What follows belongs to an exercise in optimizing a design on an open flow for small area and a short achievable clock period; a production flow would make more cautious choices.
The RTL was checked by simulation tests, not by an equivalence proof against the original design.

==> design.v <==
module alu_top (
    input  logic        clk,
    input  logic [31:0] a,
    input  logic [31:0] b,
    input  logic [3:0]  op,
    output logic [31:0] z
);
    logic [31:0] a_q, b_q, z_q, z_c;
    logic [3:0]  op_q;
    always_ff @(posedge clk) begin
        a_q  <= a;
        b_q  <= b;
        op_q <= op;
        z_q  <= z_c;
    end
    alu #(.width(32)) u_alu (.A(a_q), .B(b_q), .op(op_q), .Z(z_c));
    assign z = z_q;
endmodule

module alu
#(parameter int width = 8)
(A, B, op, Z);
    input  logic [width-1:0] A, B;
    input  logic [3:0]       op;
    output logic [width-1:0] Z;
    localparam int W = 35;           
    localparam int NR = 17;          
    logic is_add, is_sub, is_mul, is_div, is_and, is_or, is_not, is_shl, is_shr;
    assign is_add = (op == 4'd0);
    assign is_sub = (op == 4'd1);
    assign is_mul = (op == 4'd2);
    assign is_div = (op == 4'd3);
    assign is_and = (op == 4'd4);
    assign is_or  = (op == 4'd5);
    assign is_not = (op == 4'd6);
    assign is_shl = (op == 4'd7);
    assign is_shr = (op == 4'd8);
    logic [31:0] n16, n8, n4, n2, D;
    logic [4:0]  s;
    assign s[4] = ~|B[31:16];
    assign n16  = s[4] ? {B[15:0], 16'b0} : B;
    assign s[3] = ~|n16[31:24];
    assign n8   = s[3] ? {n16[23:0], 8'b0} : n16;
    assign s[2] = ~|n8[31:28];
    assign n4   = s[2] ? {n8[27:0], 4'b0} : n8;
    assign s[1] = ~|n4[31:30];
    assign n2   = s[1] ? {n4[29:0], 2'b0} : n4;
    assign s[0] = ~n2[31];
    assign D    = s[0] ? {n2[30:0], 1'b0} : n2;
    logic [4:0]  amt;
    logic [62:0] L;
    logic [62:0] l4, l3, l2, l1;
    assign amt = is_div ? s : (is_shl ? B[4:0] : ~B[4:0]);
    assign l4 = amt[4] ? {15'b0, A, 16'b0} : {31'b0, A};
    assign l3 = amt[3] ? {l4[54:0], 8'b0} : l4;
    assign l2 = amt[2] ? {l3[58:0], 4'b0} : l3;
    assign l1 = amt[1] ? {l2[60:0], 2'b0} : l2;
    assign L  = amt[0] ? {l1[61:0], 1'b0} : l1;
    logic [31:0] X;
    assign X = is_mul ? A : D;
    logic [W-1:0] S [0:NR];
    logic [W-1:0] C [0:NR];
    logic [33:0]  qpos, qneg;       
    assign S[NR] = is_div ? {6'b0, L[62:34]} : '0;
    assign C[NR] = '0;
    genvar j, k;
    generate
        for (j = NR - 1; j >= 0; j = j - 1) begin : row
            logic [W-1:0] a, b, y;
            logic [1:0]   nb;
            logic [6:0]   est;
            logic         q_one, q_two, q_neg, q_pos;
            logic         m_one, m_two, m_neg;
            logic         one, two, neg;
            assign nb = is_div ? L[2*j+1:2*j] : 2'b00;
            assign a = {S[j+1][W-3:0], nb};
            assign b = {C[j+1][W-3:0], 1'b0, neg};
            assign est = a[W-1:W-7] + b[W-1:W-7];
            srt_sel u_sel (.e(est), .d(D[30:28]), .one(q_one), .two(q_two), .pos(q_pos), .neg(q_neg));
            if (j < 16) begin : booth
                logic b_hi, b_mid, b_lo;
                assign b_hi  = B[2*j+1];
                assign b_mid = B[2*j];
                if (j == 0) begin : b0
                    assign b_lo = 1'b0;
                end else begin : bn
                    assign b_lo = B[2*j-1];
                end
                assign m_one = b_mid ^ b_lo;
                assign m_two = (b_hi & ~b_mid & ~b_lo) | (~b_hi & b_mid & b_lo);
                assign m_neg = b_hi;
            end else begin : nobooth
                assign m_one = 1'b0;
                assign m_two = 1'b0;
                assign m_neg = 1'b0;
            end
            assign one = is_mul ? m_one : q_one;
            assign two = is_mul ? m_two : q_two;
            assign neg = is_mul ? m_neg : q_pos;
            for (k = 0; k < W; k = k + 1) begin : bit_
                logic x1, x2;
                if (k < 32) begin : g1
                    assign x1 = X[k];
                end else begin : z1
                    assign x1 = 1'b0;
                end
                if (k >= 1 && k <= 32) begin : g2
                    assign x2 = X[k-1];
                end else begin : z2
                    assign x2 = 1'b0;
                end
                assign y[k] = ((one & x1) | (two & x2)) ^ neg;
            end
            assign S[j] = a ^ b ^ y;
            assign C[j] = {((a & b) | (a & y) | (b & y)), 1'b0} >> 0;
            if (j < 16) begin : qd
                assign qpos[2*j+1:2*j] = {q_two & q_pos, q_one & q_pos};
                assign qneg[2*j+1:2*j] = {q_two & q_neg, q_one & q_neg};
            end
        end
    endgenerate
    logic [W-1:0] rem;
    logic         rem_neg;
    assign rem     = S[0] + C[0];
    assign rem_neg = rem[W-1];
    logic [31:0] fa, fb, sum;
    logic        fc;
    always_comb begin
        if (is_mul) begin
            fa = S[0][31:0]; fb = C[0][31:0]; fc = 1'b0;
        end else if (is_div) begin
            fa = qpos[31:0]; fb = ~qneg[31:0]; fc = ~rem_neg;
        end else if (is_sub) begin
            fa = A; fb = ~B; fc = 1'b1;
        end else begin
            fa = A; fb = B; fc = 1'b0;
        end
    end
    assign sum = fa + fb + {31'b0, fc};
    logic bz, big;
    assign bz  = ~|B;
    assign big = |B[31:5];
    always_comb begin
        case (op)
            4'd0, 4'd1, 4'd2: Z = sum;
            4'd3:             Z = bz ? 32'hFFFFFFFF : sum;
            4'd4:             Z = A & B;
            4'd5:             Z = A | B;
            4'd6:             Z = {31'b0, ~|A};
            4'd7:             Z = big ? 32'b0 : L[31:0];
            4'd8:             Z = big ? 32'b0 : L[62:31];
            default:          Z = 32'b0;
        endcase
    end
endmodule
module srt_sel (
    input  logic [6:0] e,
    input  logic [2:0] d,
    output logic       one, two, pos, neg
);
    logic signed [6:0] se;
    logic [7:0] dd;
    assign se = e;
    assign dd = 8'b1 << d;
    logic ge2, ge1, ge0, gem1;
    assign ge2  = (dd[0] & (se >= 7'sd12)) |
                   (dd[1] & (se >= 7'sd14)) |
                   (dd[2] & (se >= 7'sd15)) |
                   (dd[3] & (se >= 7'sd17)) |
                   (dd[4] & (se >= 7'sd19)) |
                   (dd[5] & (se >= 7'sd20)) |
                   (dd[6] & (se >= 7'sd22)) |
                   (dd[7] & (se >= 7'sd24));
    assign ge1  = (dd[0] & (se >= 7'sd4)) |
                   (dd[1] & (se >= 7'sd5)) |
                   (dd[2] & (se >= 7'sd5)) |
                   (dd[3] & (se >= 7'sd6)) |
                   (dd[4] & (se >= 7'sd7)) |
                   (dd[5] & (se >= 7'sd7)) |
                   (dd[6] & (se >= 7'sd8)) |
                   (dd[7] & (se >= 7'sd9));
    assign ge0  = (dd[0] & (se >= -7'sd4)) |
                   (dd[1] & (se >= -7'sd5)) |
                   (dd[2] & (se >= -7'sd5)) |
                   (dd[3] & (se >= -7'sd5)) |
                   (dd[4] & (se >= -7'sd6)) |
                   (dd[5] & (se >= -7'sd6)) |
                   (dd[6] & (se >= -7'sd6)) |
                   (dd[7] & (se >= -7'sd7));
    assign gem1 = (dd[0] & (se >= -7'sd13)) |
                   (dd[1] & (se >= -7'sd15)) |
                   (dd[2] & (se >= -7'sd16)) |
                   (dd[3] & (se >= -7'sd17)) |
                   (dd[4] & (se >= -7'sd19)) |
                   (dd[5] & (se >= -7'sd20)) |
                   (dd[6] & (se >= -7'sd21)) |
                   (dd[7] & (se >= -7'sd23));
    assign two = ge2 | ~gem1;
    assign one = (ge1 & ~ge2) | (gem1 & ~ge0);
    assign pos = ge1;
    assign neg = ~ge0;
endmodule
==> run.sh <==
#!/bin/bash
# synth_recipe.tcl (not shown) runs the flow's synth.tcl, then flattens the netlist and writes it again
# the make line also repeats each setting of config.mk as NAME=value (left out here)
make -C /OpenROAD-flow-scripts/flow DESIGN_CONFIG=/design/flow/config.mk WORK_HOME=/design/flow/orfs CLKGATE_MAP_FILE= SYNTH_SCRIPT=/design/flow/synth_recipe.tcl finish
==> config.mk <==
export PLATFORM = sky130hd
export DESIGN_NAME = alu_top
export DESIGN_NICKNAME = alu_top
export VERILOG_FILES = /design/flow/design.v
export SDC_FILE = /design/flow/constraint.sdc
export NUM_CORES = 4
export LEC_CHECK = 0
export CAP_MARGIN = 20
export CORE_MARGIN = 2
export CORE_UTILIZATION = 55
export CTS_CLUSTER_DIAMETER = 40
export CTS_CLUSTER_SIZE = 8
export SLEW_MARGIN = 20
==> constraint.sdc <==
create_clock -name core_clock -period 90.0 [get_ports {clk}]
set_input_delay 18.0000 -clock core_clock [delete_from_list [all_inputs] [get_ports {clk}]]
set_output_delay 18.0000 -clock core_clock [all_outputs]
set_load 0.01 [all_outputs]
==> out/metrics.json <==
{
  "post-dp-hpwl_mm": 186,
  "drt-vias-per-instance": 7.39,
  "most-common-layout-cells": "sky130_fd_sc_hd__fa_1 (483), sky130_fd_sc_hd__nand2_1 (456), sky130_fd_sc_hd__inv_1 (447), sky130_fd_sc_hd__xnor2_1 (434), sky130_fd_sc_hd__a21oi_1 (417)",
  "aggregate_global_routing_overflow": 0,
  "count_of_cells_along_the_worst_hold_path": 3,
  "postRouteAntennaNets": 0,
  "die-height_um": 294,
  "synth-warning-count": 4,
  "wl_per_cell_um": 34.1,
  "cell_count_after_synthesis": 6115,
  "post_route_insts_no_fill": 7143,
  "finalSetupViolations": 0,
  "worst_path_max_fanout": 32,
  "clock_tree.root_cell": "sky130_fd_sc_hd__clkbuf_16",
  "remaining_drc_errors": 0,
  "grt_max_degree": 85,
  "crit_family": "compound AO/OA/AOI/OAI gates",
  "later_pin_clock_latency_in_the_skew_report_ns": 0.37,
  "die_x_um": 294,
  "required_ns": 90.22,
  "cp-start-kind": "flip-flop",
  "clock_tree_from_tritoncts": "done",
  "final_nets": 6826,
  "mapped_cell_area_um2": 46300,
  "placed_cells_incl_taps": 7042,
  "fp.coreArea_um2": 83400,
  "wl_mm": 244,
  "area_growth_syn_to_layout_pct": 9.82,
  "check_failures": "max-capacitance violations, max-slew violations",
  "final.min_clock_period_ns": 85.51,
  "final_max_slew_violation_count": 4,
  "finalHoldViolCount": 0,
  "io-pin-count": 101,
  "cp_data_arrival_time_ns": 85.73,
  "synth_cell_types": 118,
  "critical-path-max-stage-delay_ns": 0.97,
  "crit_type": "flip-flop to flip-flop",
  "fraction_of_registers_with_async_set_reset": 0,
  "cts_made_buffers": 9,
  "cts.sink_count": 100,
  "gr-usage-all-layers": 0.548,
  "syn_area_cell_um2": 7.57,
  "cts_max_level": 3,
  "sequential_to_total_area_share_from_yosys_stat": 0.0433,
  "rows": 106,
  "dr_total_vias": 52800,
  "crit_path_top_delay_cell": "sky130_fd_sc_hd__dfxtp_1",
  "number_of_enable_flip_flop_cells_after_synthesis": 0,
  "first_global_vias": 49200,
  "grt_pass1_wl_mm": 347,
  "grt_antenna_before_repair": 22,
  "drive_above_1_share": 0.104,
  "fmax_mhz": 11.7,
  "number_of_drc_violations_after_detailed_routing_iteration_0": 8324,
  "post_layout_util": 0.609,
  "area_enclosed_by_the_die_boundary_um2": 86500,
  "synth-seq-cells": 100,
  "io_buffers": 100,
  "initial_core_util": 0.555,
  "clkSlewWorstSetupHoldPaths_ns": 0.09,
  "gp_congestion": 1.15,
  "finClkSkew_ns": 0.0154,
  "clk_path_buf_depth": 2,
  "timing.max_slew.rel_slack": -0.170,
  "fin_hold_ws_ns": 0.748,
  "final_min_period_over_clock_period": 0.950,
  "postSynthNetCount": 6901,
  "critical_path.n_buffers_inverters": 66,
  "detailedRoute.firstPassIterationCount": 14,
  "run_status": "failed layout checks",
  "crit_path_end_kind": "flip-flop",
  "worst_slew_pin_slew_ns": 1.75,
  "worst_case_reg_to_reg_path_depth": 412,
  "drv.max_cap_violation_count": 1,
  "ys_dominant_reg_cell": "sky130_fd_sc_hd__dfxtp_1",
  "hold_path_class": "flip-flop to flip-flop",
  "cp.depth": 412,
  "mostFrequentLayoutCell": "sky130_fd_sc_hd__fa_1"
}
## area by class of cell
class	count	area, um2
Fill cell	7741	32600
Clock inverter	7	76.3
Tap cell	1080	1350
Clock buffer	9	225
Antenna cell	18	45.0
Inverter	451	1690
Timing Repair Buffer	424	3600
Multi-Input combinational cell	5054	41800
Sequential cell	100	2010
## timing repair
action                     in CTS  in global routing
hold buffers                    0                  0
setup endpoints to repair       8                 32
pin swaps                       1                 45
resized for setup              11                186
setup buffers                   0                 62
cloned                          2                  2
## worst register-to-register path, delay by kind of cell (launching register included)
family | cells | cell delay [ns]
AO/OA/AOI/OAI | 183 | 32.97
adder cells (fa/ha/maj) | 50 | 18.30
AND/OR/NAND/NOR | 68 | 13.73
buffers and inverters | 66 | 8.99
XOR/XNOR | 38 | 8.31
multiplexers | 7 | 2.00
flip-flops | 1 | 0.97
## state kept, by name (all words and copies together), names as in the netlist
signal,count
b_q,32
z_q,32
a_q,32
op_q,4
## stage by stage
stage          area, um2  TNS, ns  setup slack (ns)
3_5_place_dp       49100    -3.48             -1.02
6_report           50800        0              4.49
2_1_floorplan      46300        0              9.62
4_1_cts            49400        0            0.0801
5_1_grt            50800    -1.07            -0.563
3_3_place_gp       49000        0              1.25
## per-layer routing
metal / wire (um) / GRT usage / share of wire
met1: 83300 / 0.664 / 0.34
met2: 94200 / 0.761 / 0.39
met3: 39800 / 0.231 / 0.16
met4: 26200 / 0.421 / 0.11
met5: 454 / 0.0170 / 0.0019
## Yosys cell counts, types with 45 or more instances
master	count	area, um2
sky130_fd_sc_hd__a21o_1	75	563
sky130_fd_sc_hd__a21oi_1	451	2260
sky130_fd_sc_hd__inv_1	449	1690
sky130_fd_sc_hd__ha_1	233	2920
sky130_fd_sc_hd__nor2_1	414	1550
sky130_fd_sc_hd__a22oi_1	270	2030
sky130_fd_sc_hd__xnor2_1	448	3920
sky130_fd_sc_hd__mux2i_1	197	1970
sky130_fd_sc_hd__dfxtp_1	100	2000
sky130_fd_sc_hd__o211ai_1	45	338
sky130_fd_sc_hd__nand2_1	464	1740
sky130_fd_sc_hd__a31oi_1	57	357
sky130_fd_sc_hd__o22ai_1	305	1910
sky130_fd_sc_hd__o21ai_1	46	230
sky130_fd_sc_hd__fa_1	484	9690
sky130_fd_sc_hd__nor4_1	65	407
sky130_fd_sc_hd__xor2_1	249	2180
sky130_fd_sc_hd__nand3_1	108	541
sky130_fd_sc_hd__nor3_1	95	475
sky130_fd_sc_hd__clkbuf_1	425	1600
sky130_fd_sc_hd__buf_1	55	206
sky130_fd_sc_hd__o21bai_1	57	428
sky130_fd_sc_hd__o21ai_0	350	1750
## kinds of logic (layout without fill, tap and decap cells)
logic type               after synthesis  count (layout)  share of synthesized area
multiplexers                         215             217                     0.0470
XOR/XNOR                             702             702                      0.134
flip-flops                           100             100                     0.0433
adder cells (fa/ha/maj)              720             720                      0.273
AO/OA/AOI/OAI                       2000            2001                      0.282
buffers and inverters                965             891                     0.0795
other                                  0              18                          0
AND/OR/NAND/NOR                     1413            1414                      0.142
## final timing paths
kind	from	slack, ns	to
worst min register to register	op_q[3]	0.75	z_q[0]
worst min-delay path	op_q[3]	0.75	z_q[0]
worst max-delay path	b_q[10]	4.49	z_q[31]
worst max register to register	b_q[10]	4.49	z_q[31]

[re-timing with driven ports]
No port has a modelled driver above. Below, the same layout with a new extraction and two added sets of constraints.
Step 1 assumes that a clkbuf_16 drives the clock port and a buf_2 every other input.
Step 2 moves the port delays by t, midway between the first and last clock arrival at a register: inputs arrive t later, outputs are due t later. That takes back most of the time a late clock gives input paths.
Slacks: ideal / step 1 / step 2; pairs: ideal / step 1.
shift t [ns]: 0.415
setup slack, ns: 4.486 / 4.486 / 4.486
worst setup path at the end: register to register
clock arrival spread, ns: 0.015 / 0.016
worst register clock-pin slew, ns: 0.09 / 0.09
The setup slack of this run moves by 0.000 ns with the drivers and by 0.000 ns with both steps.
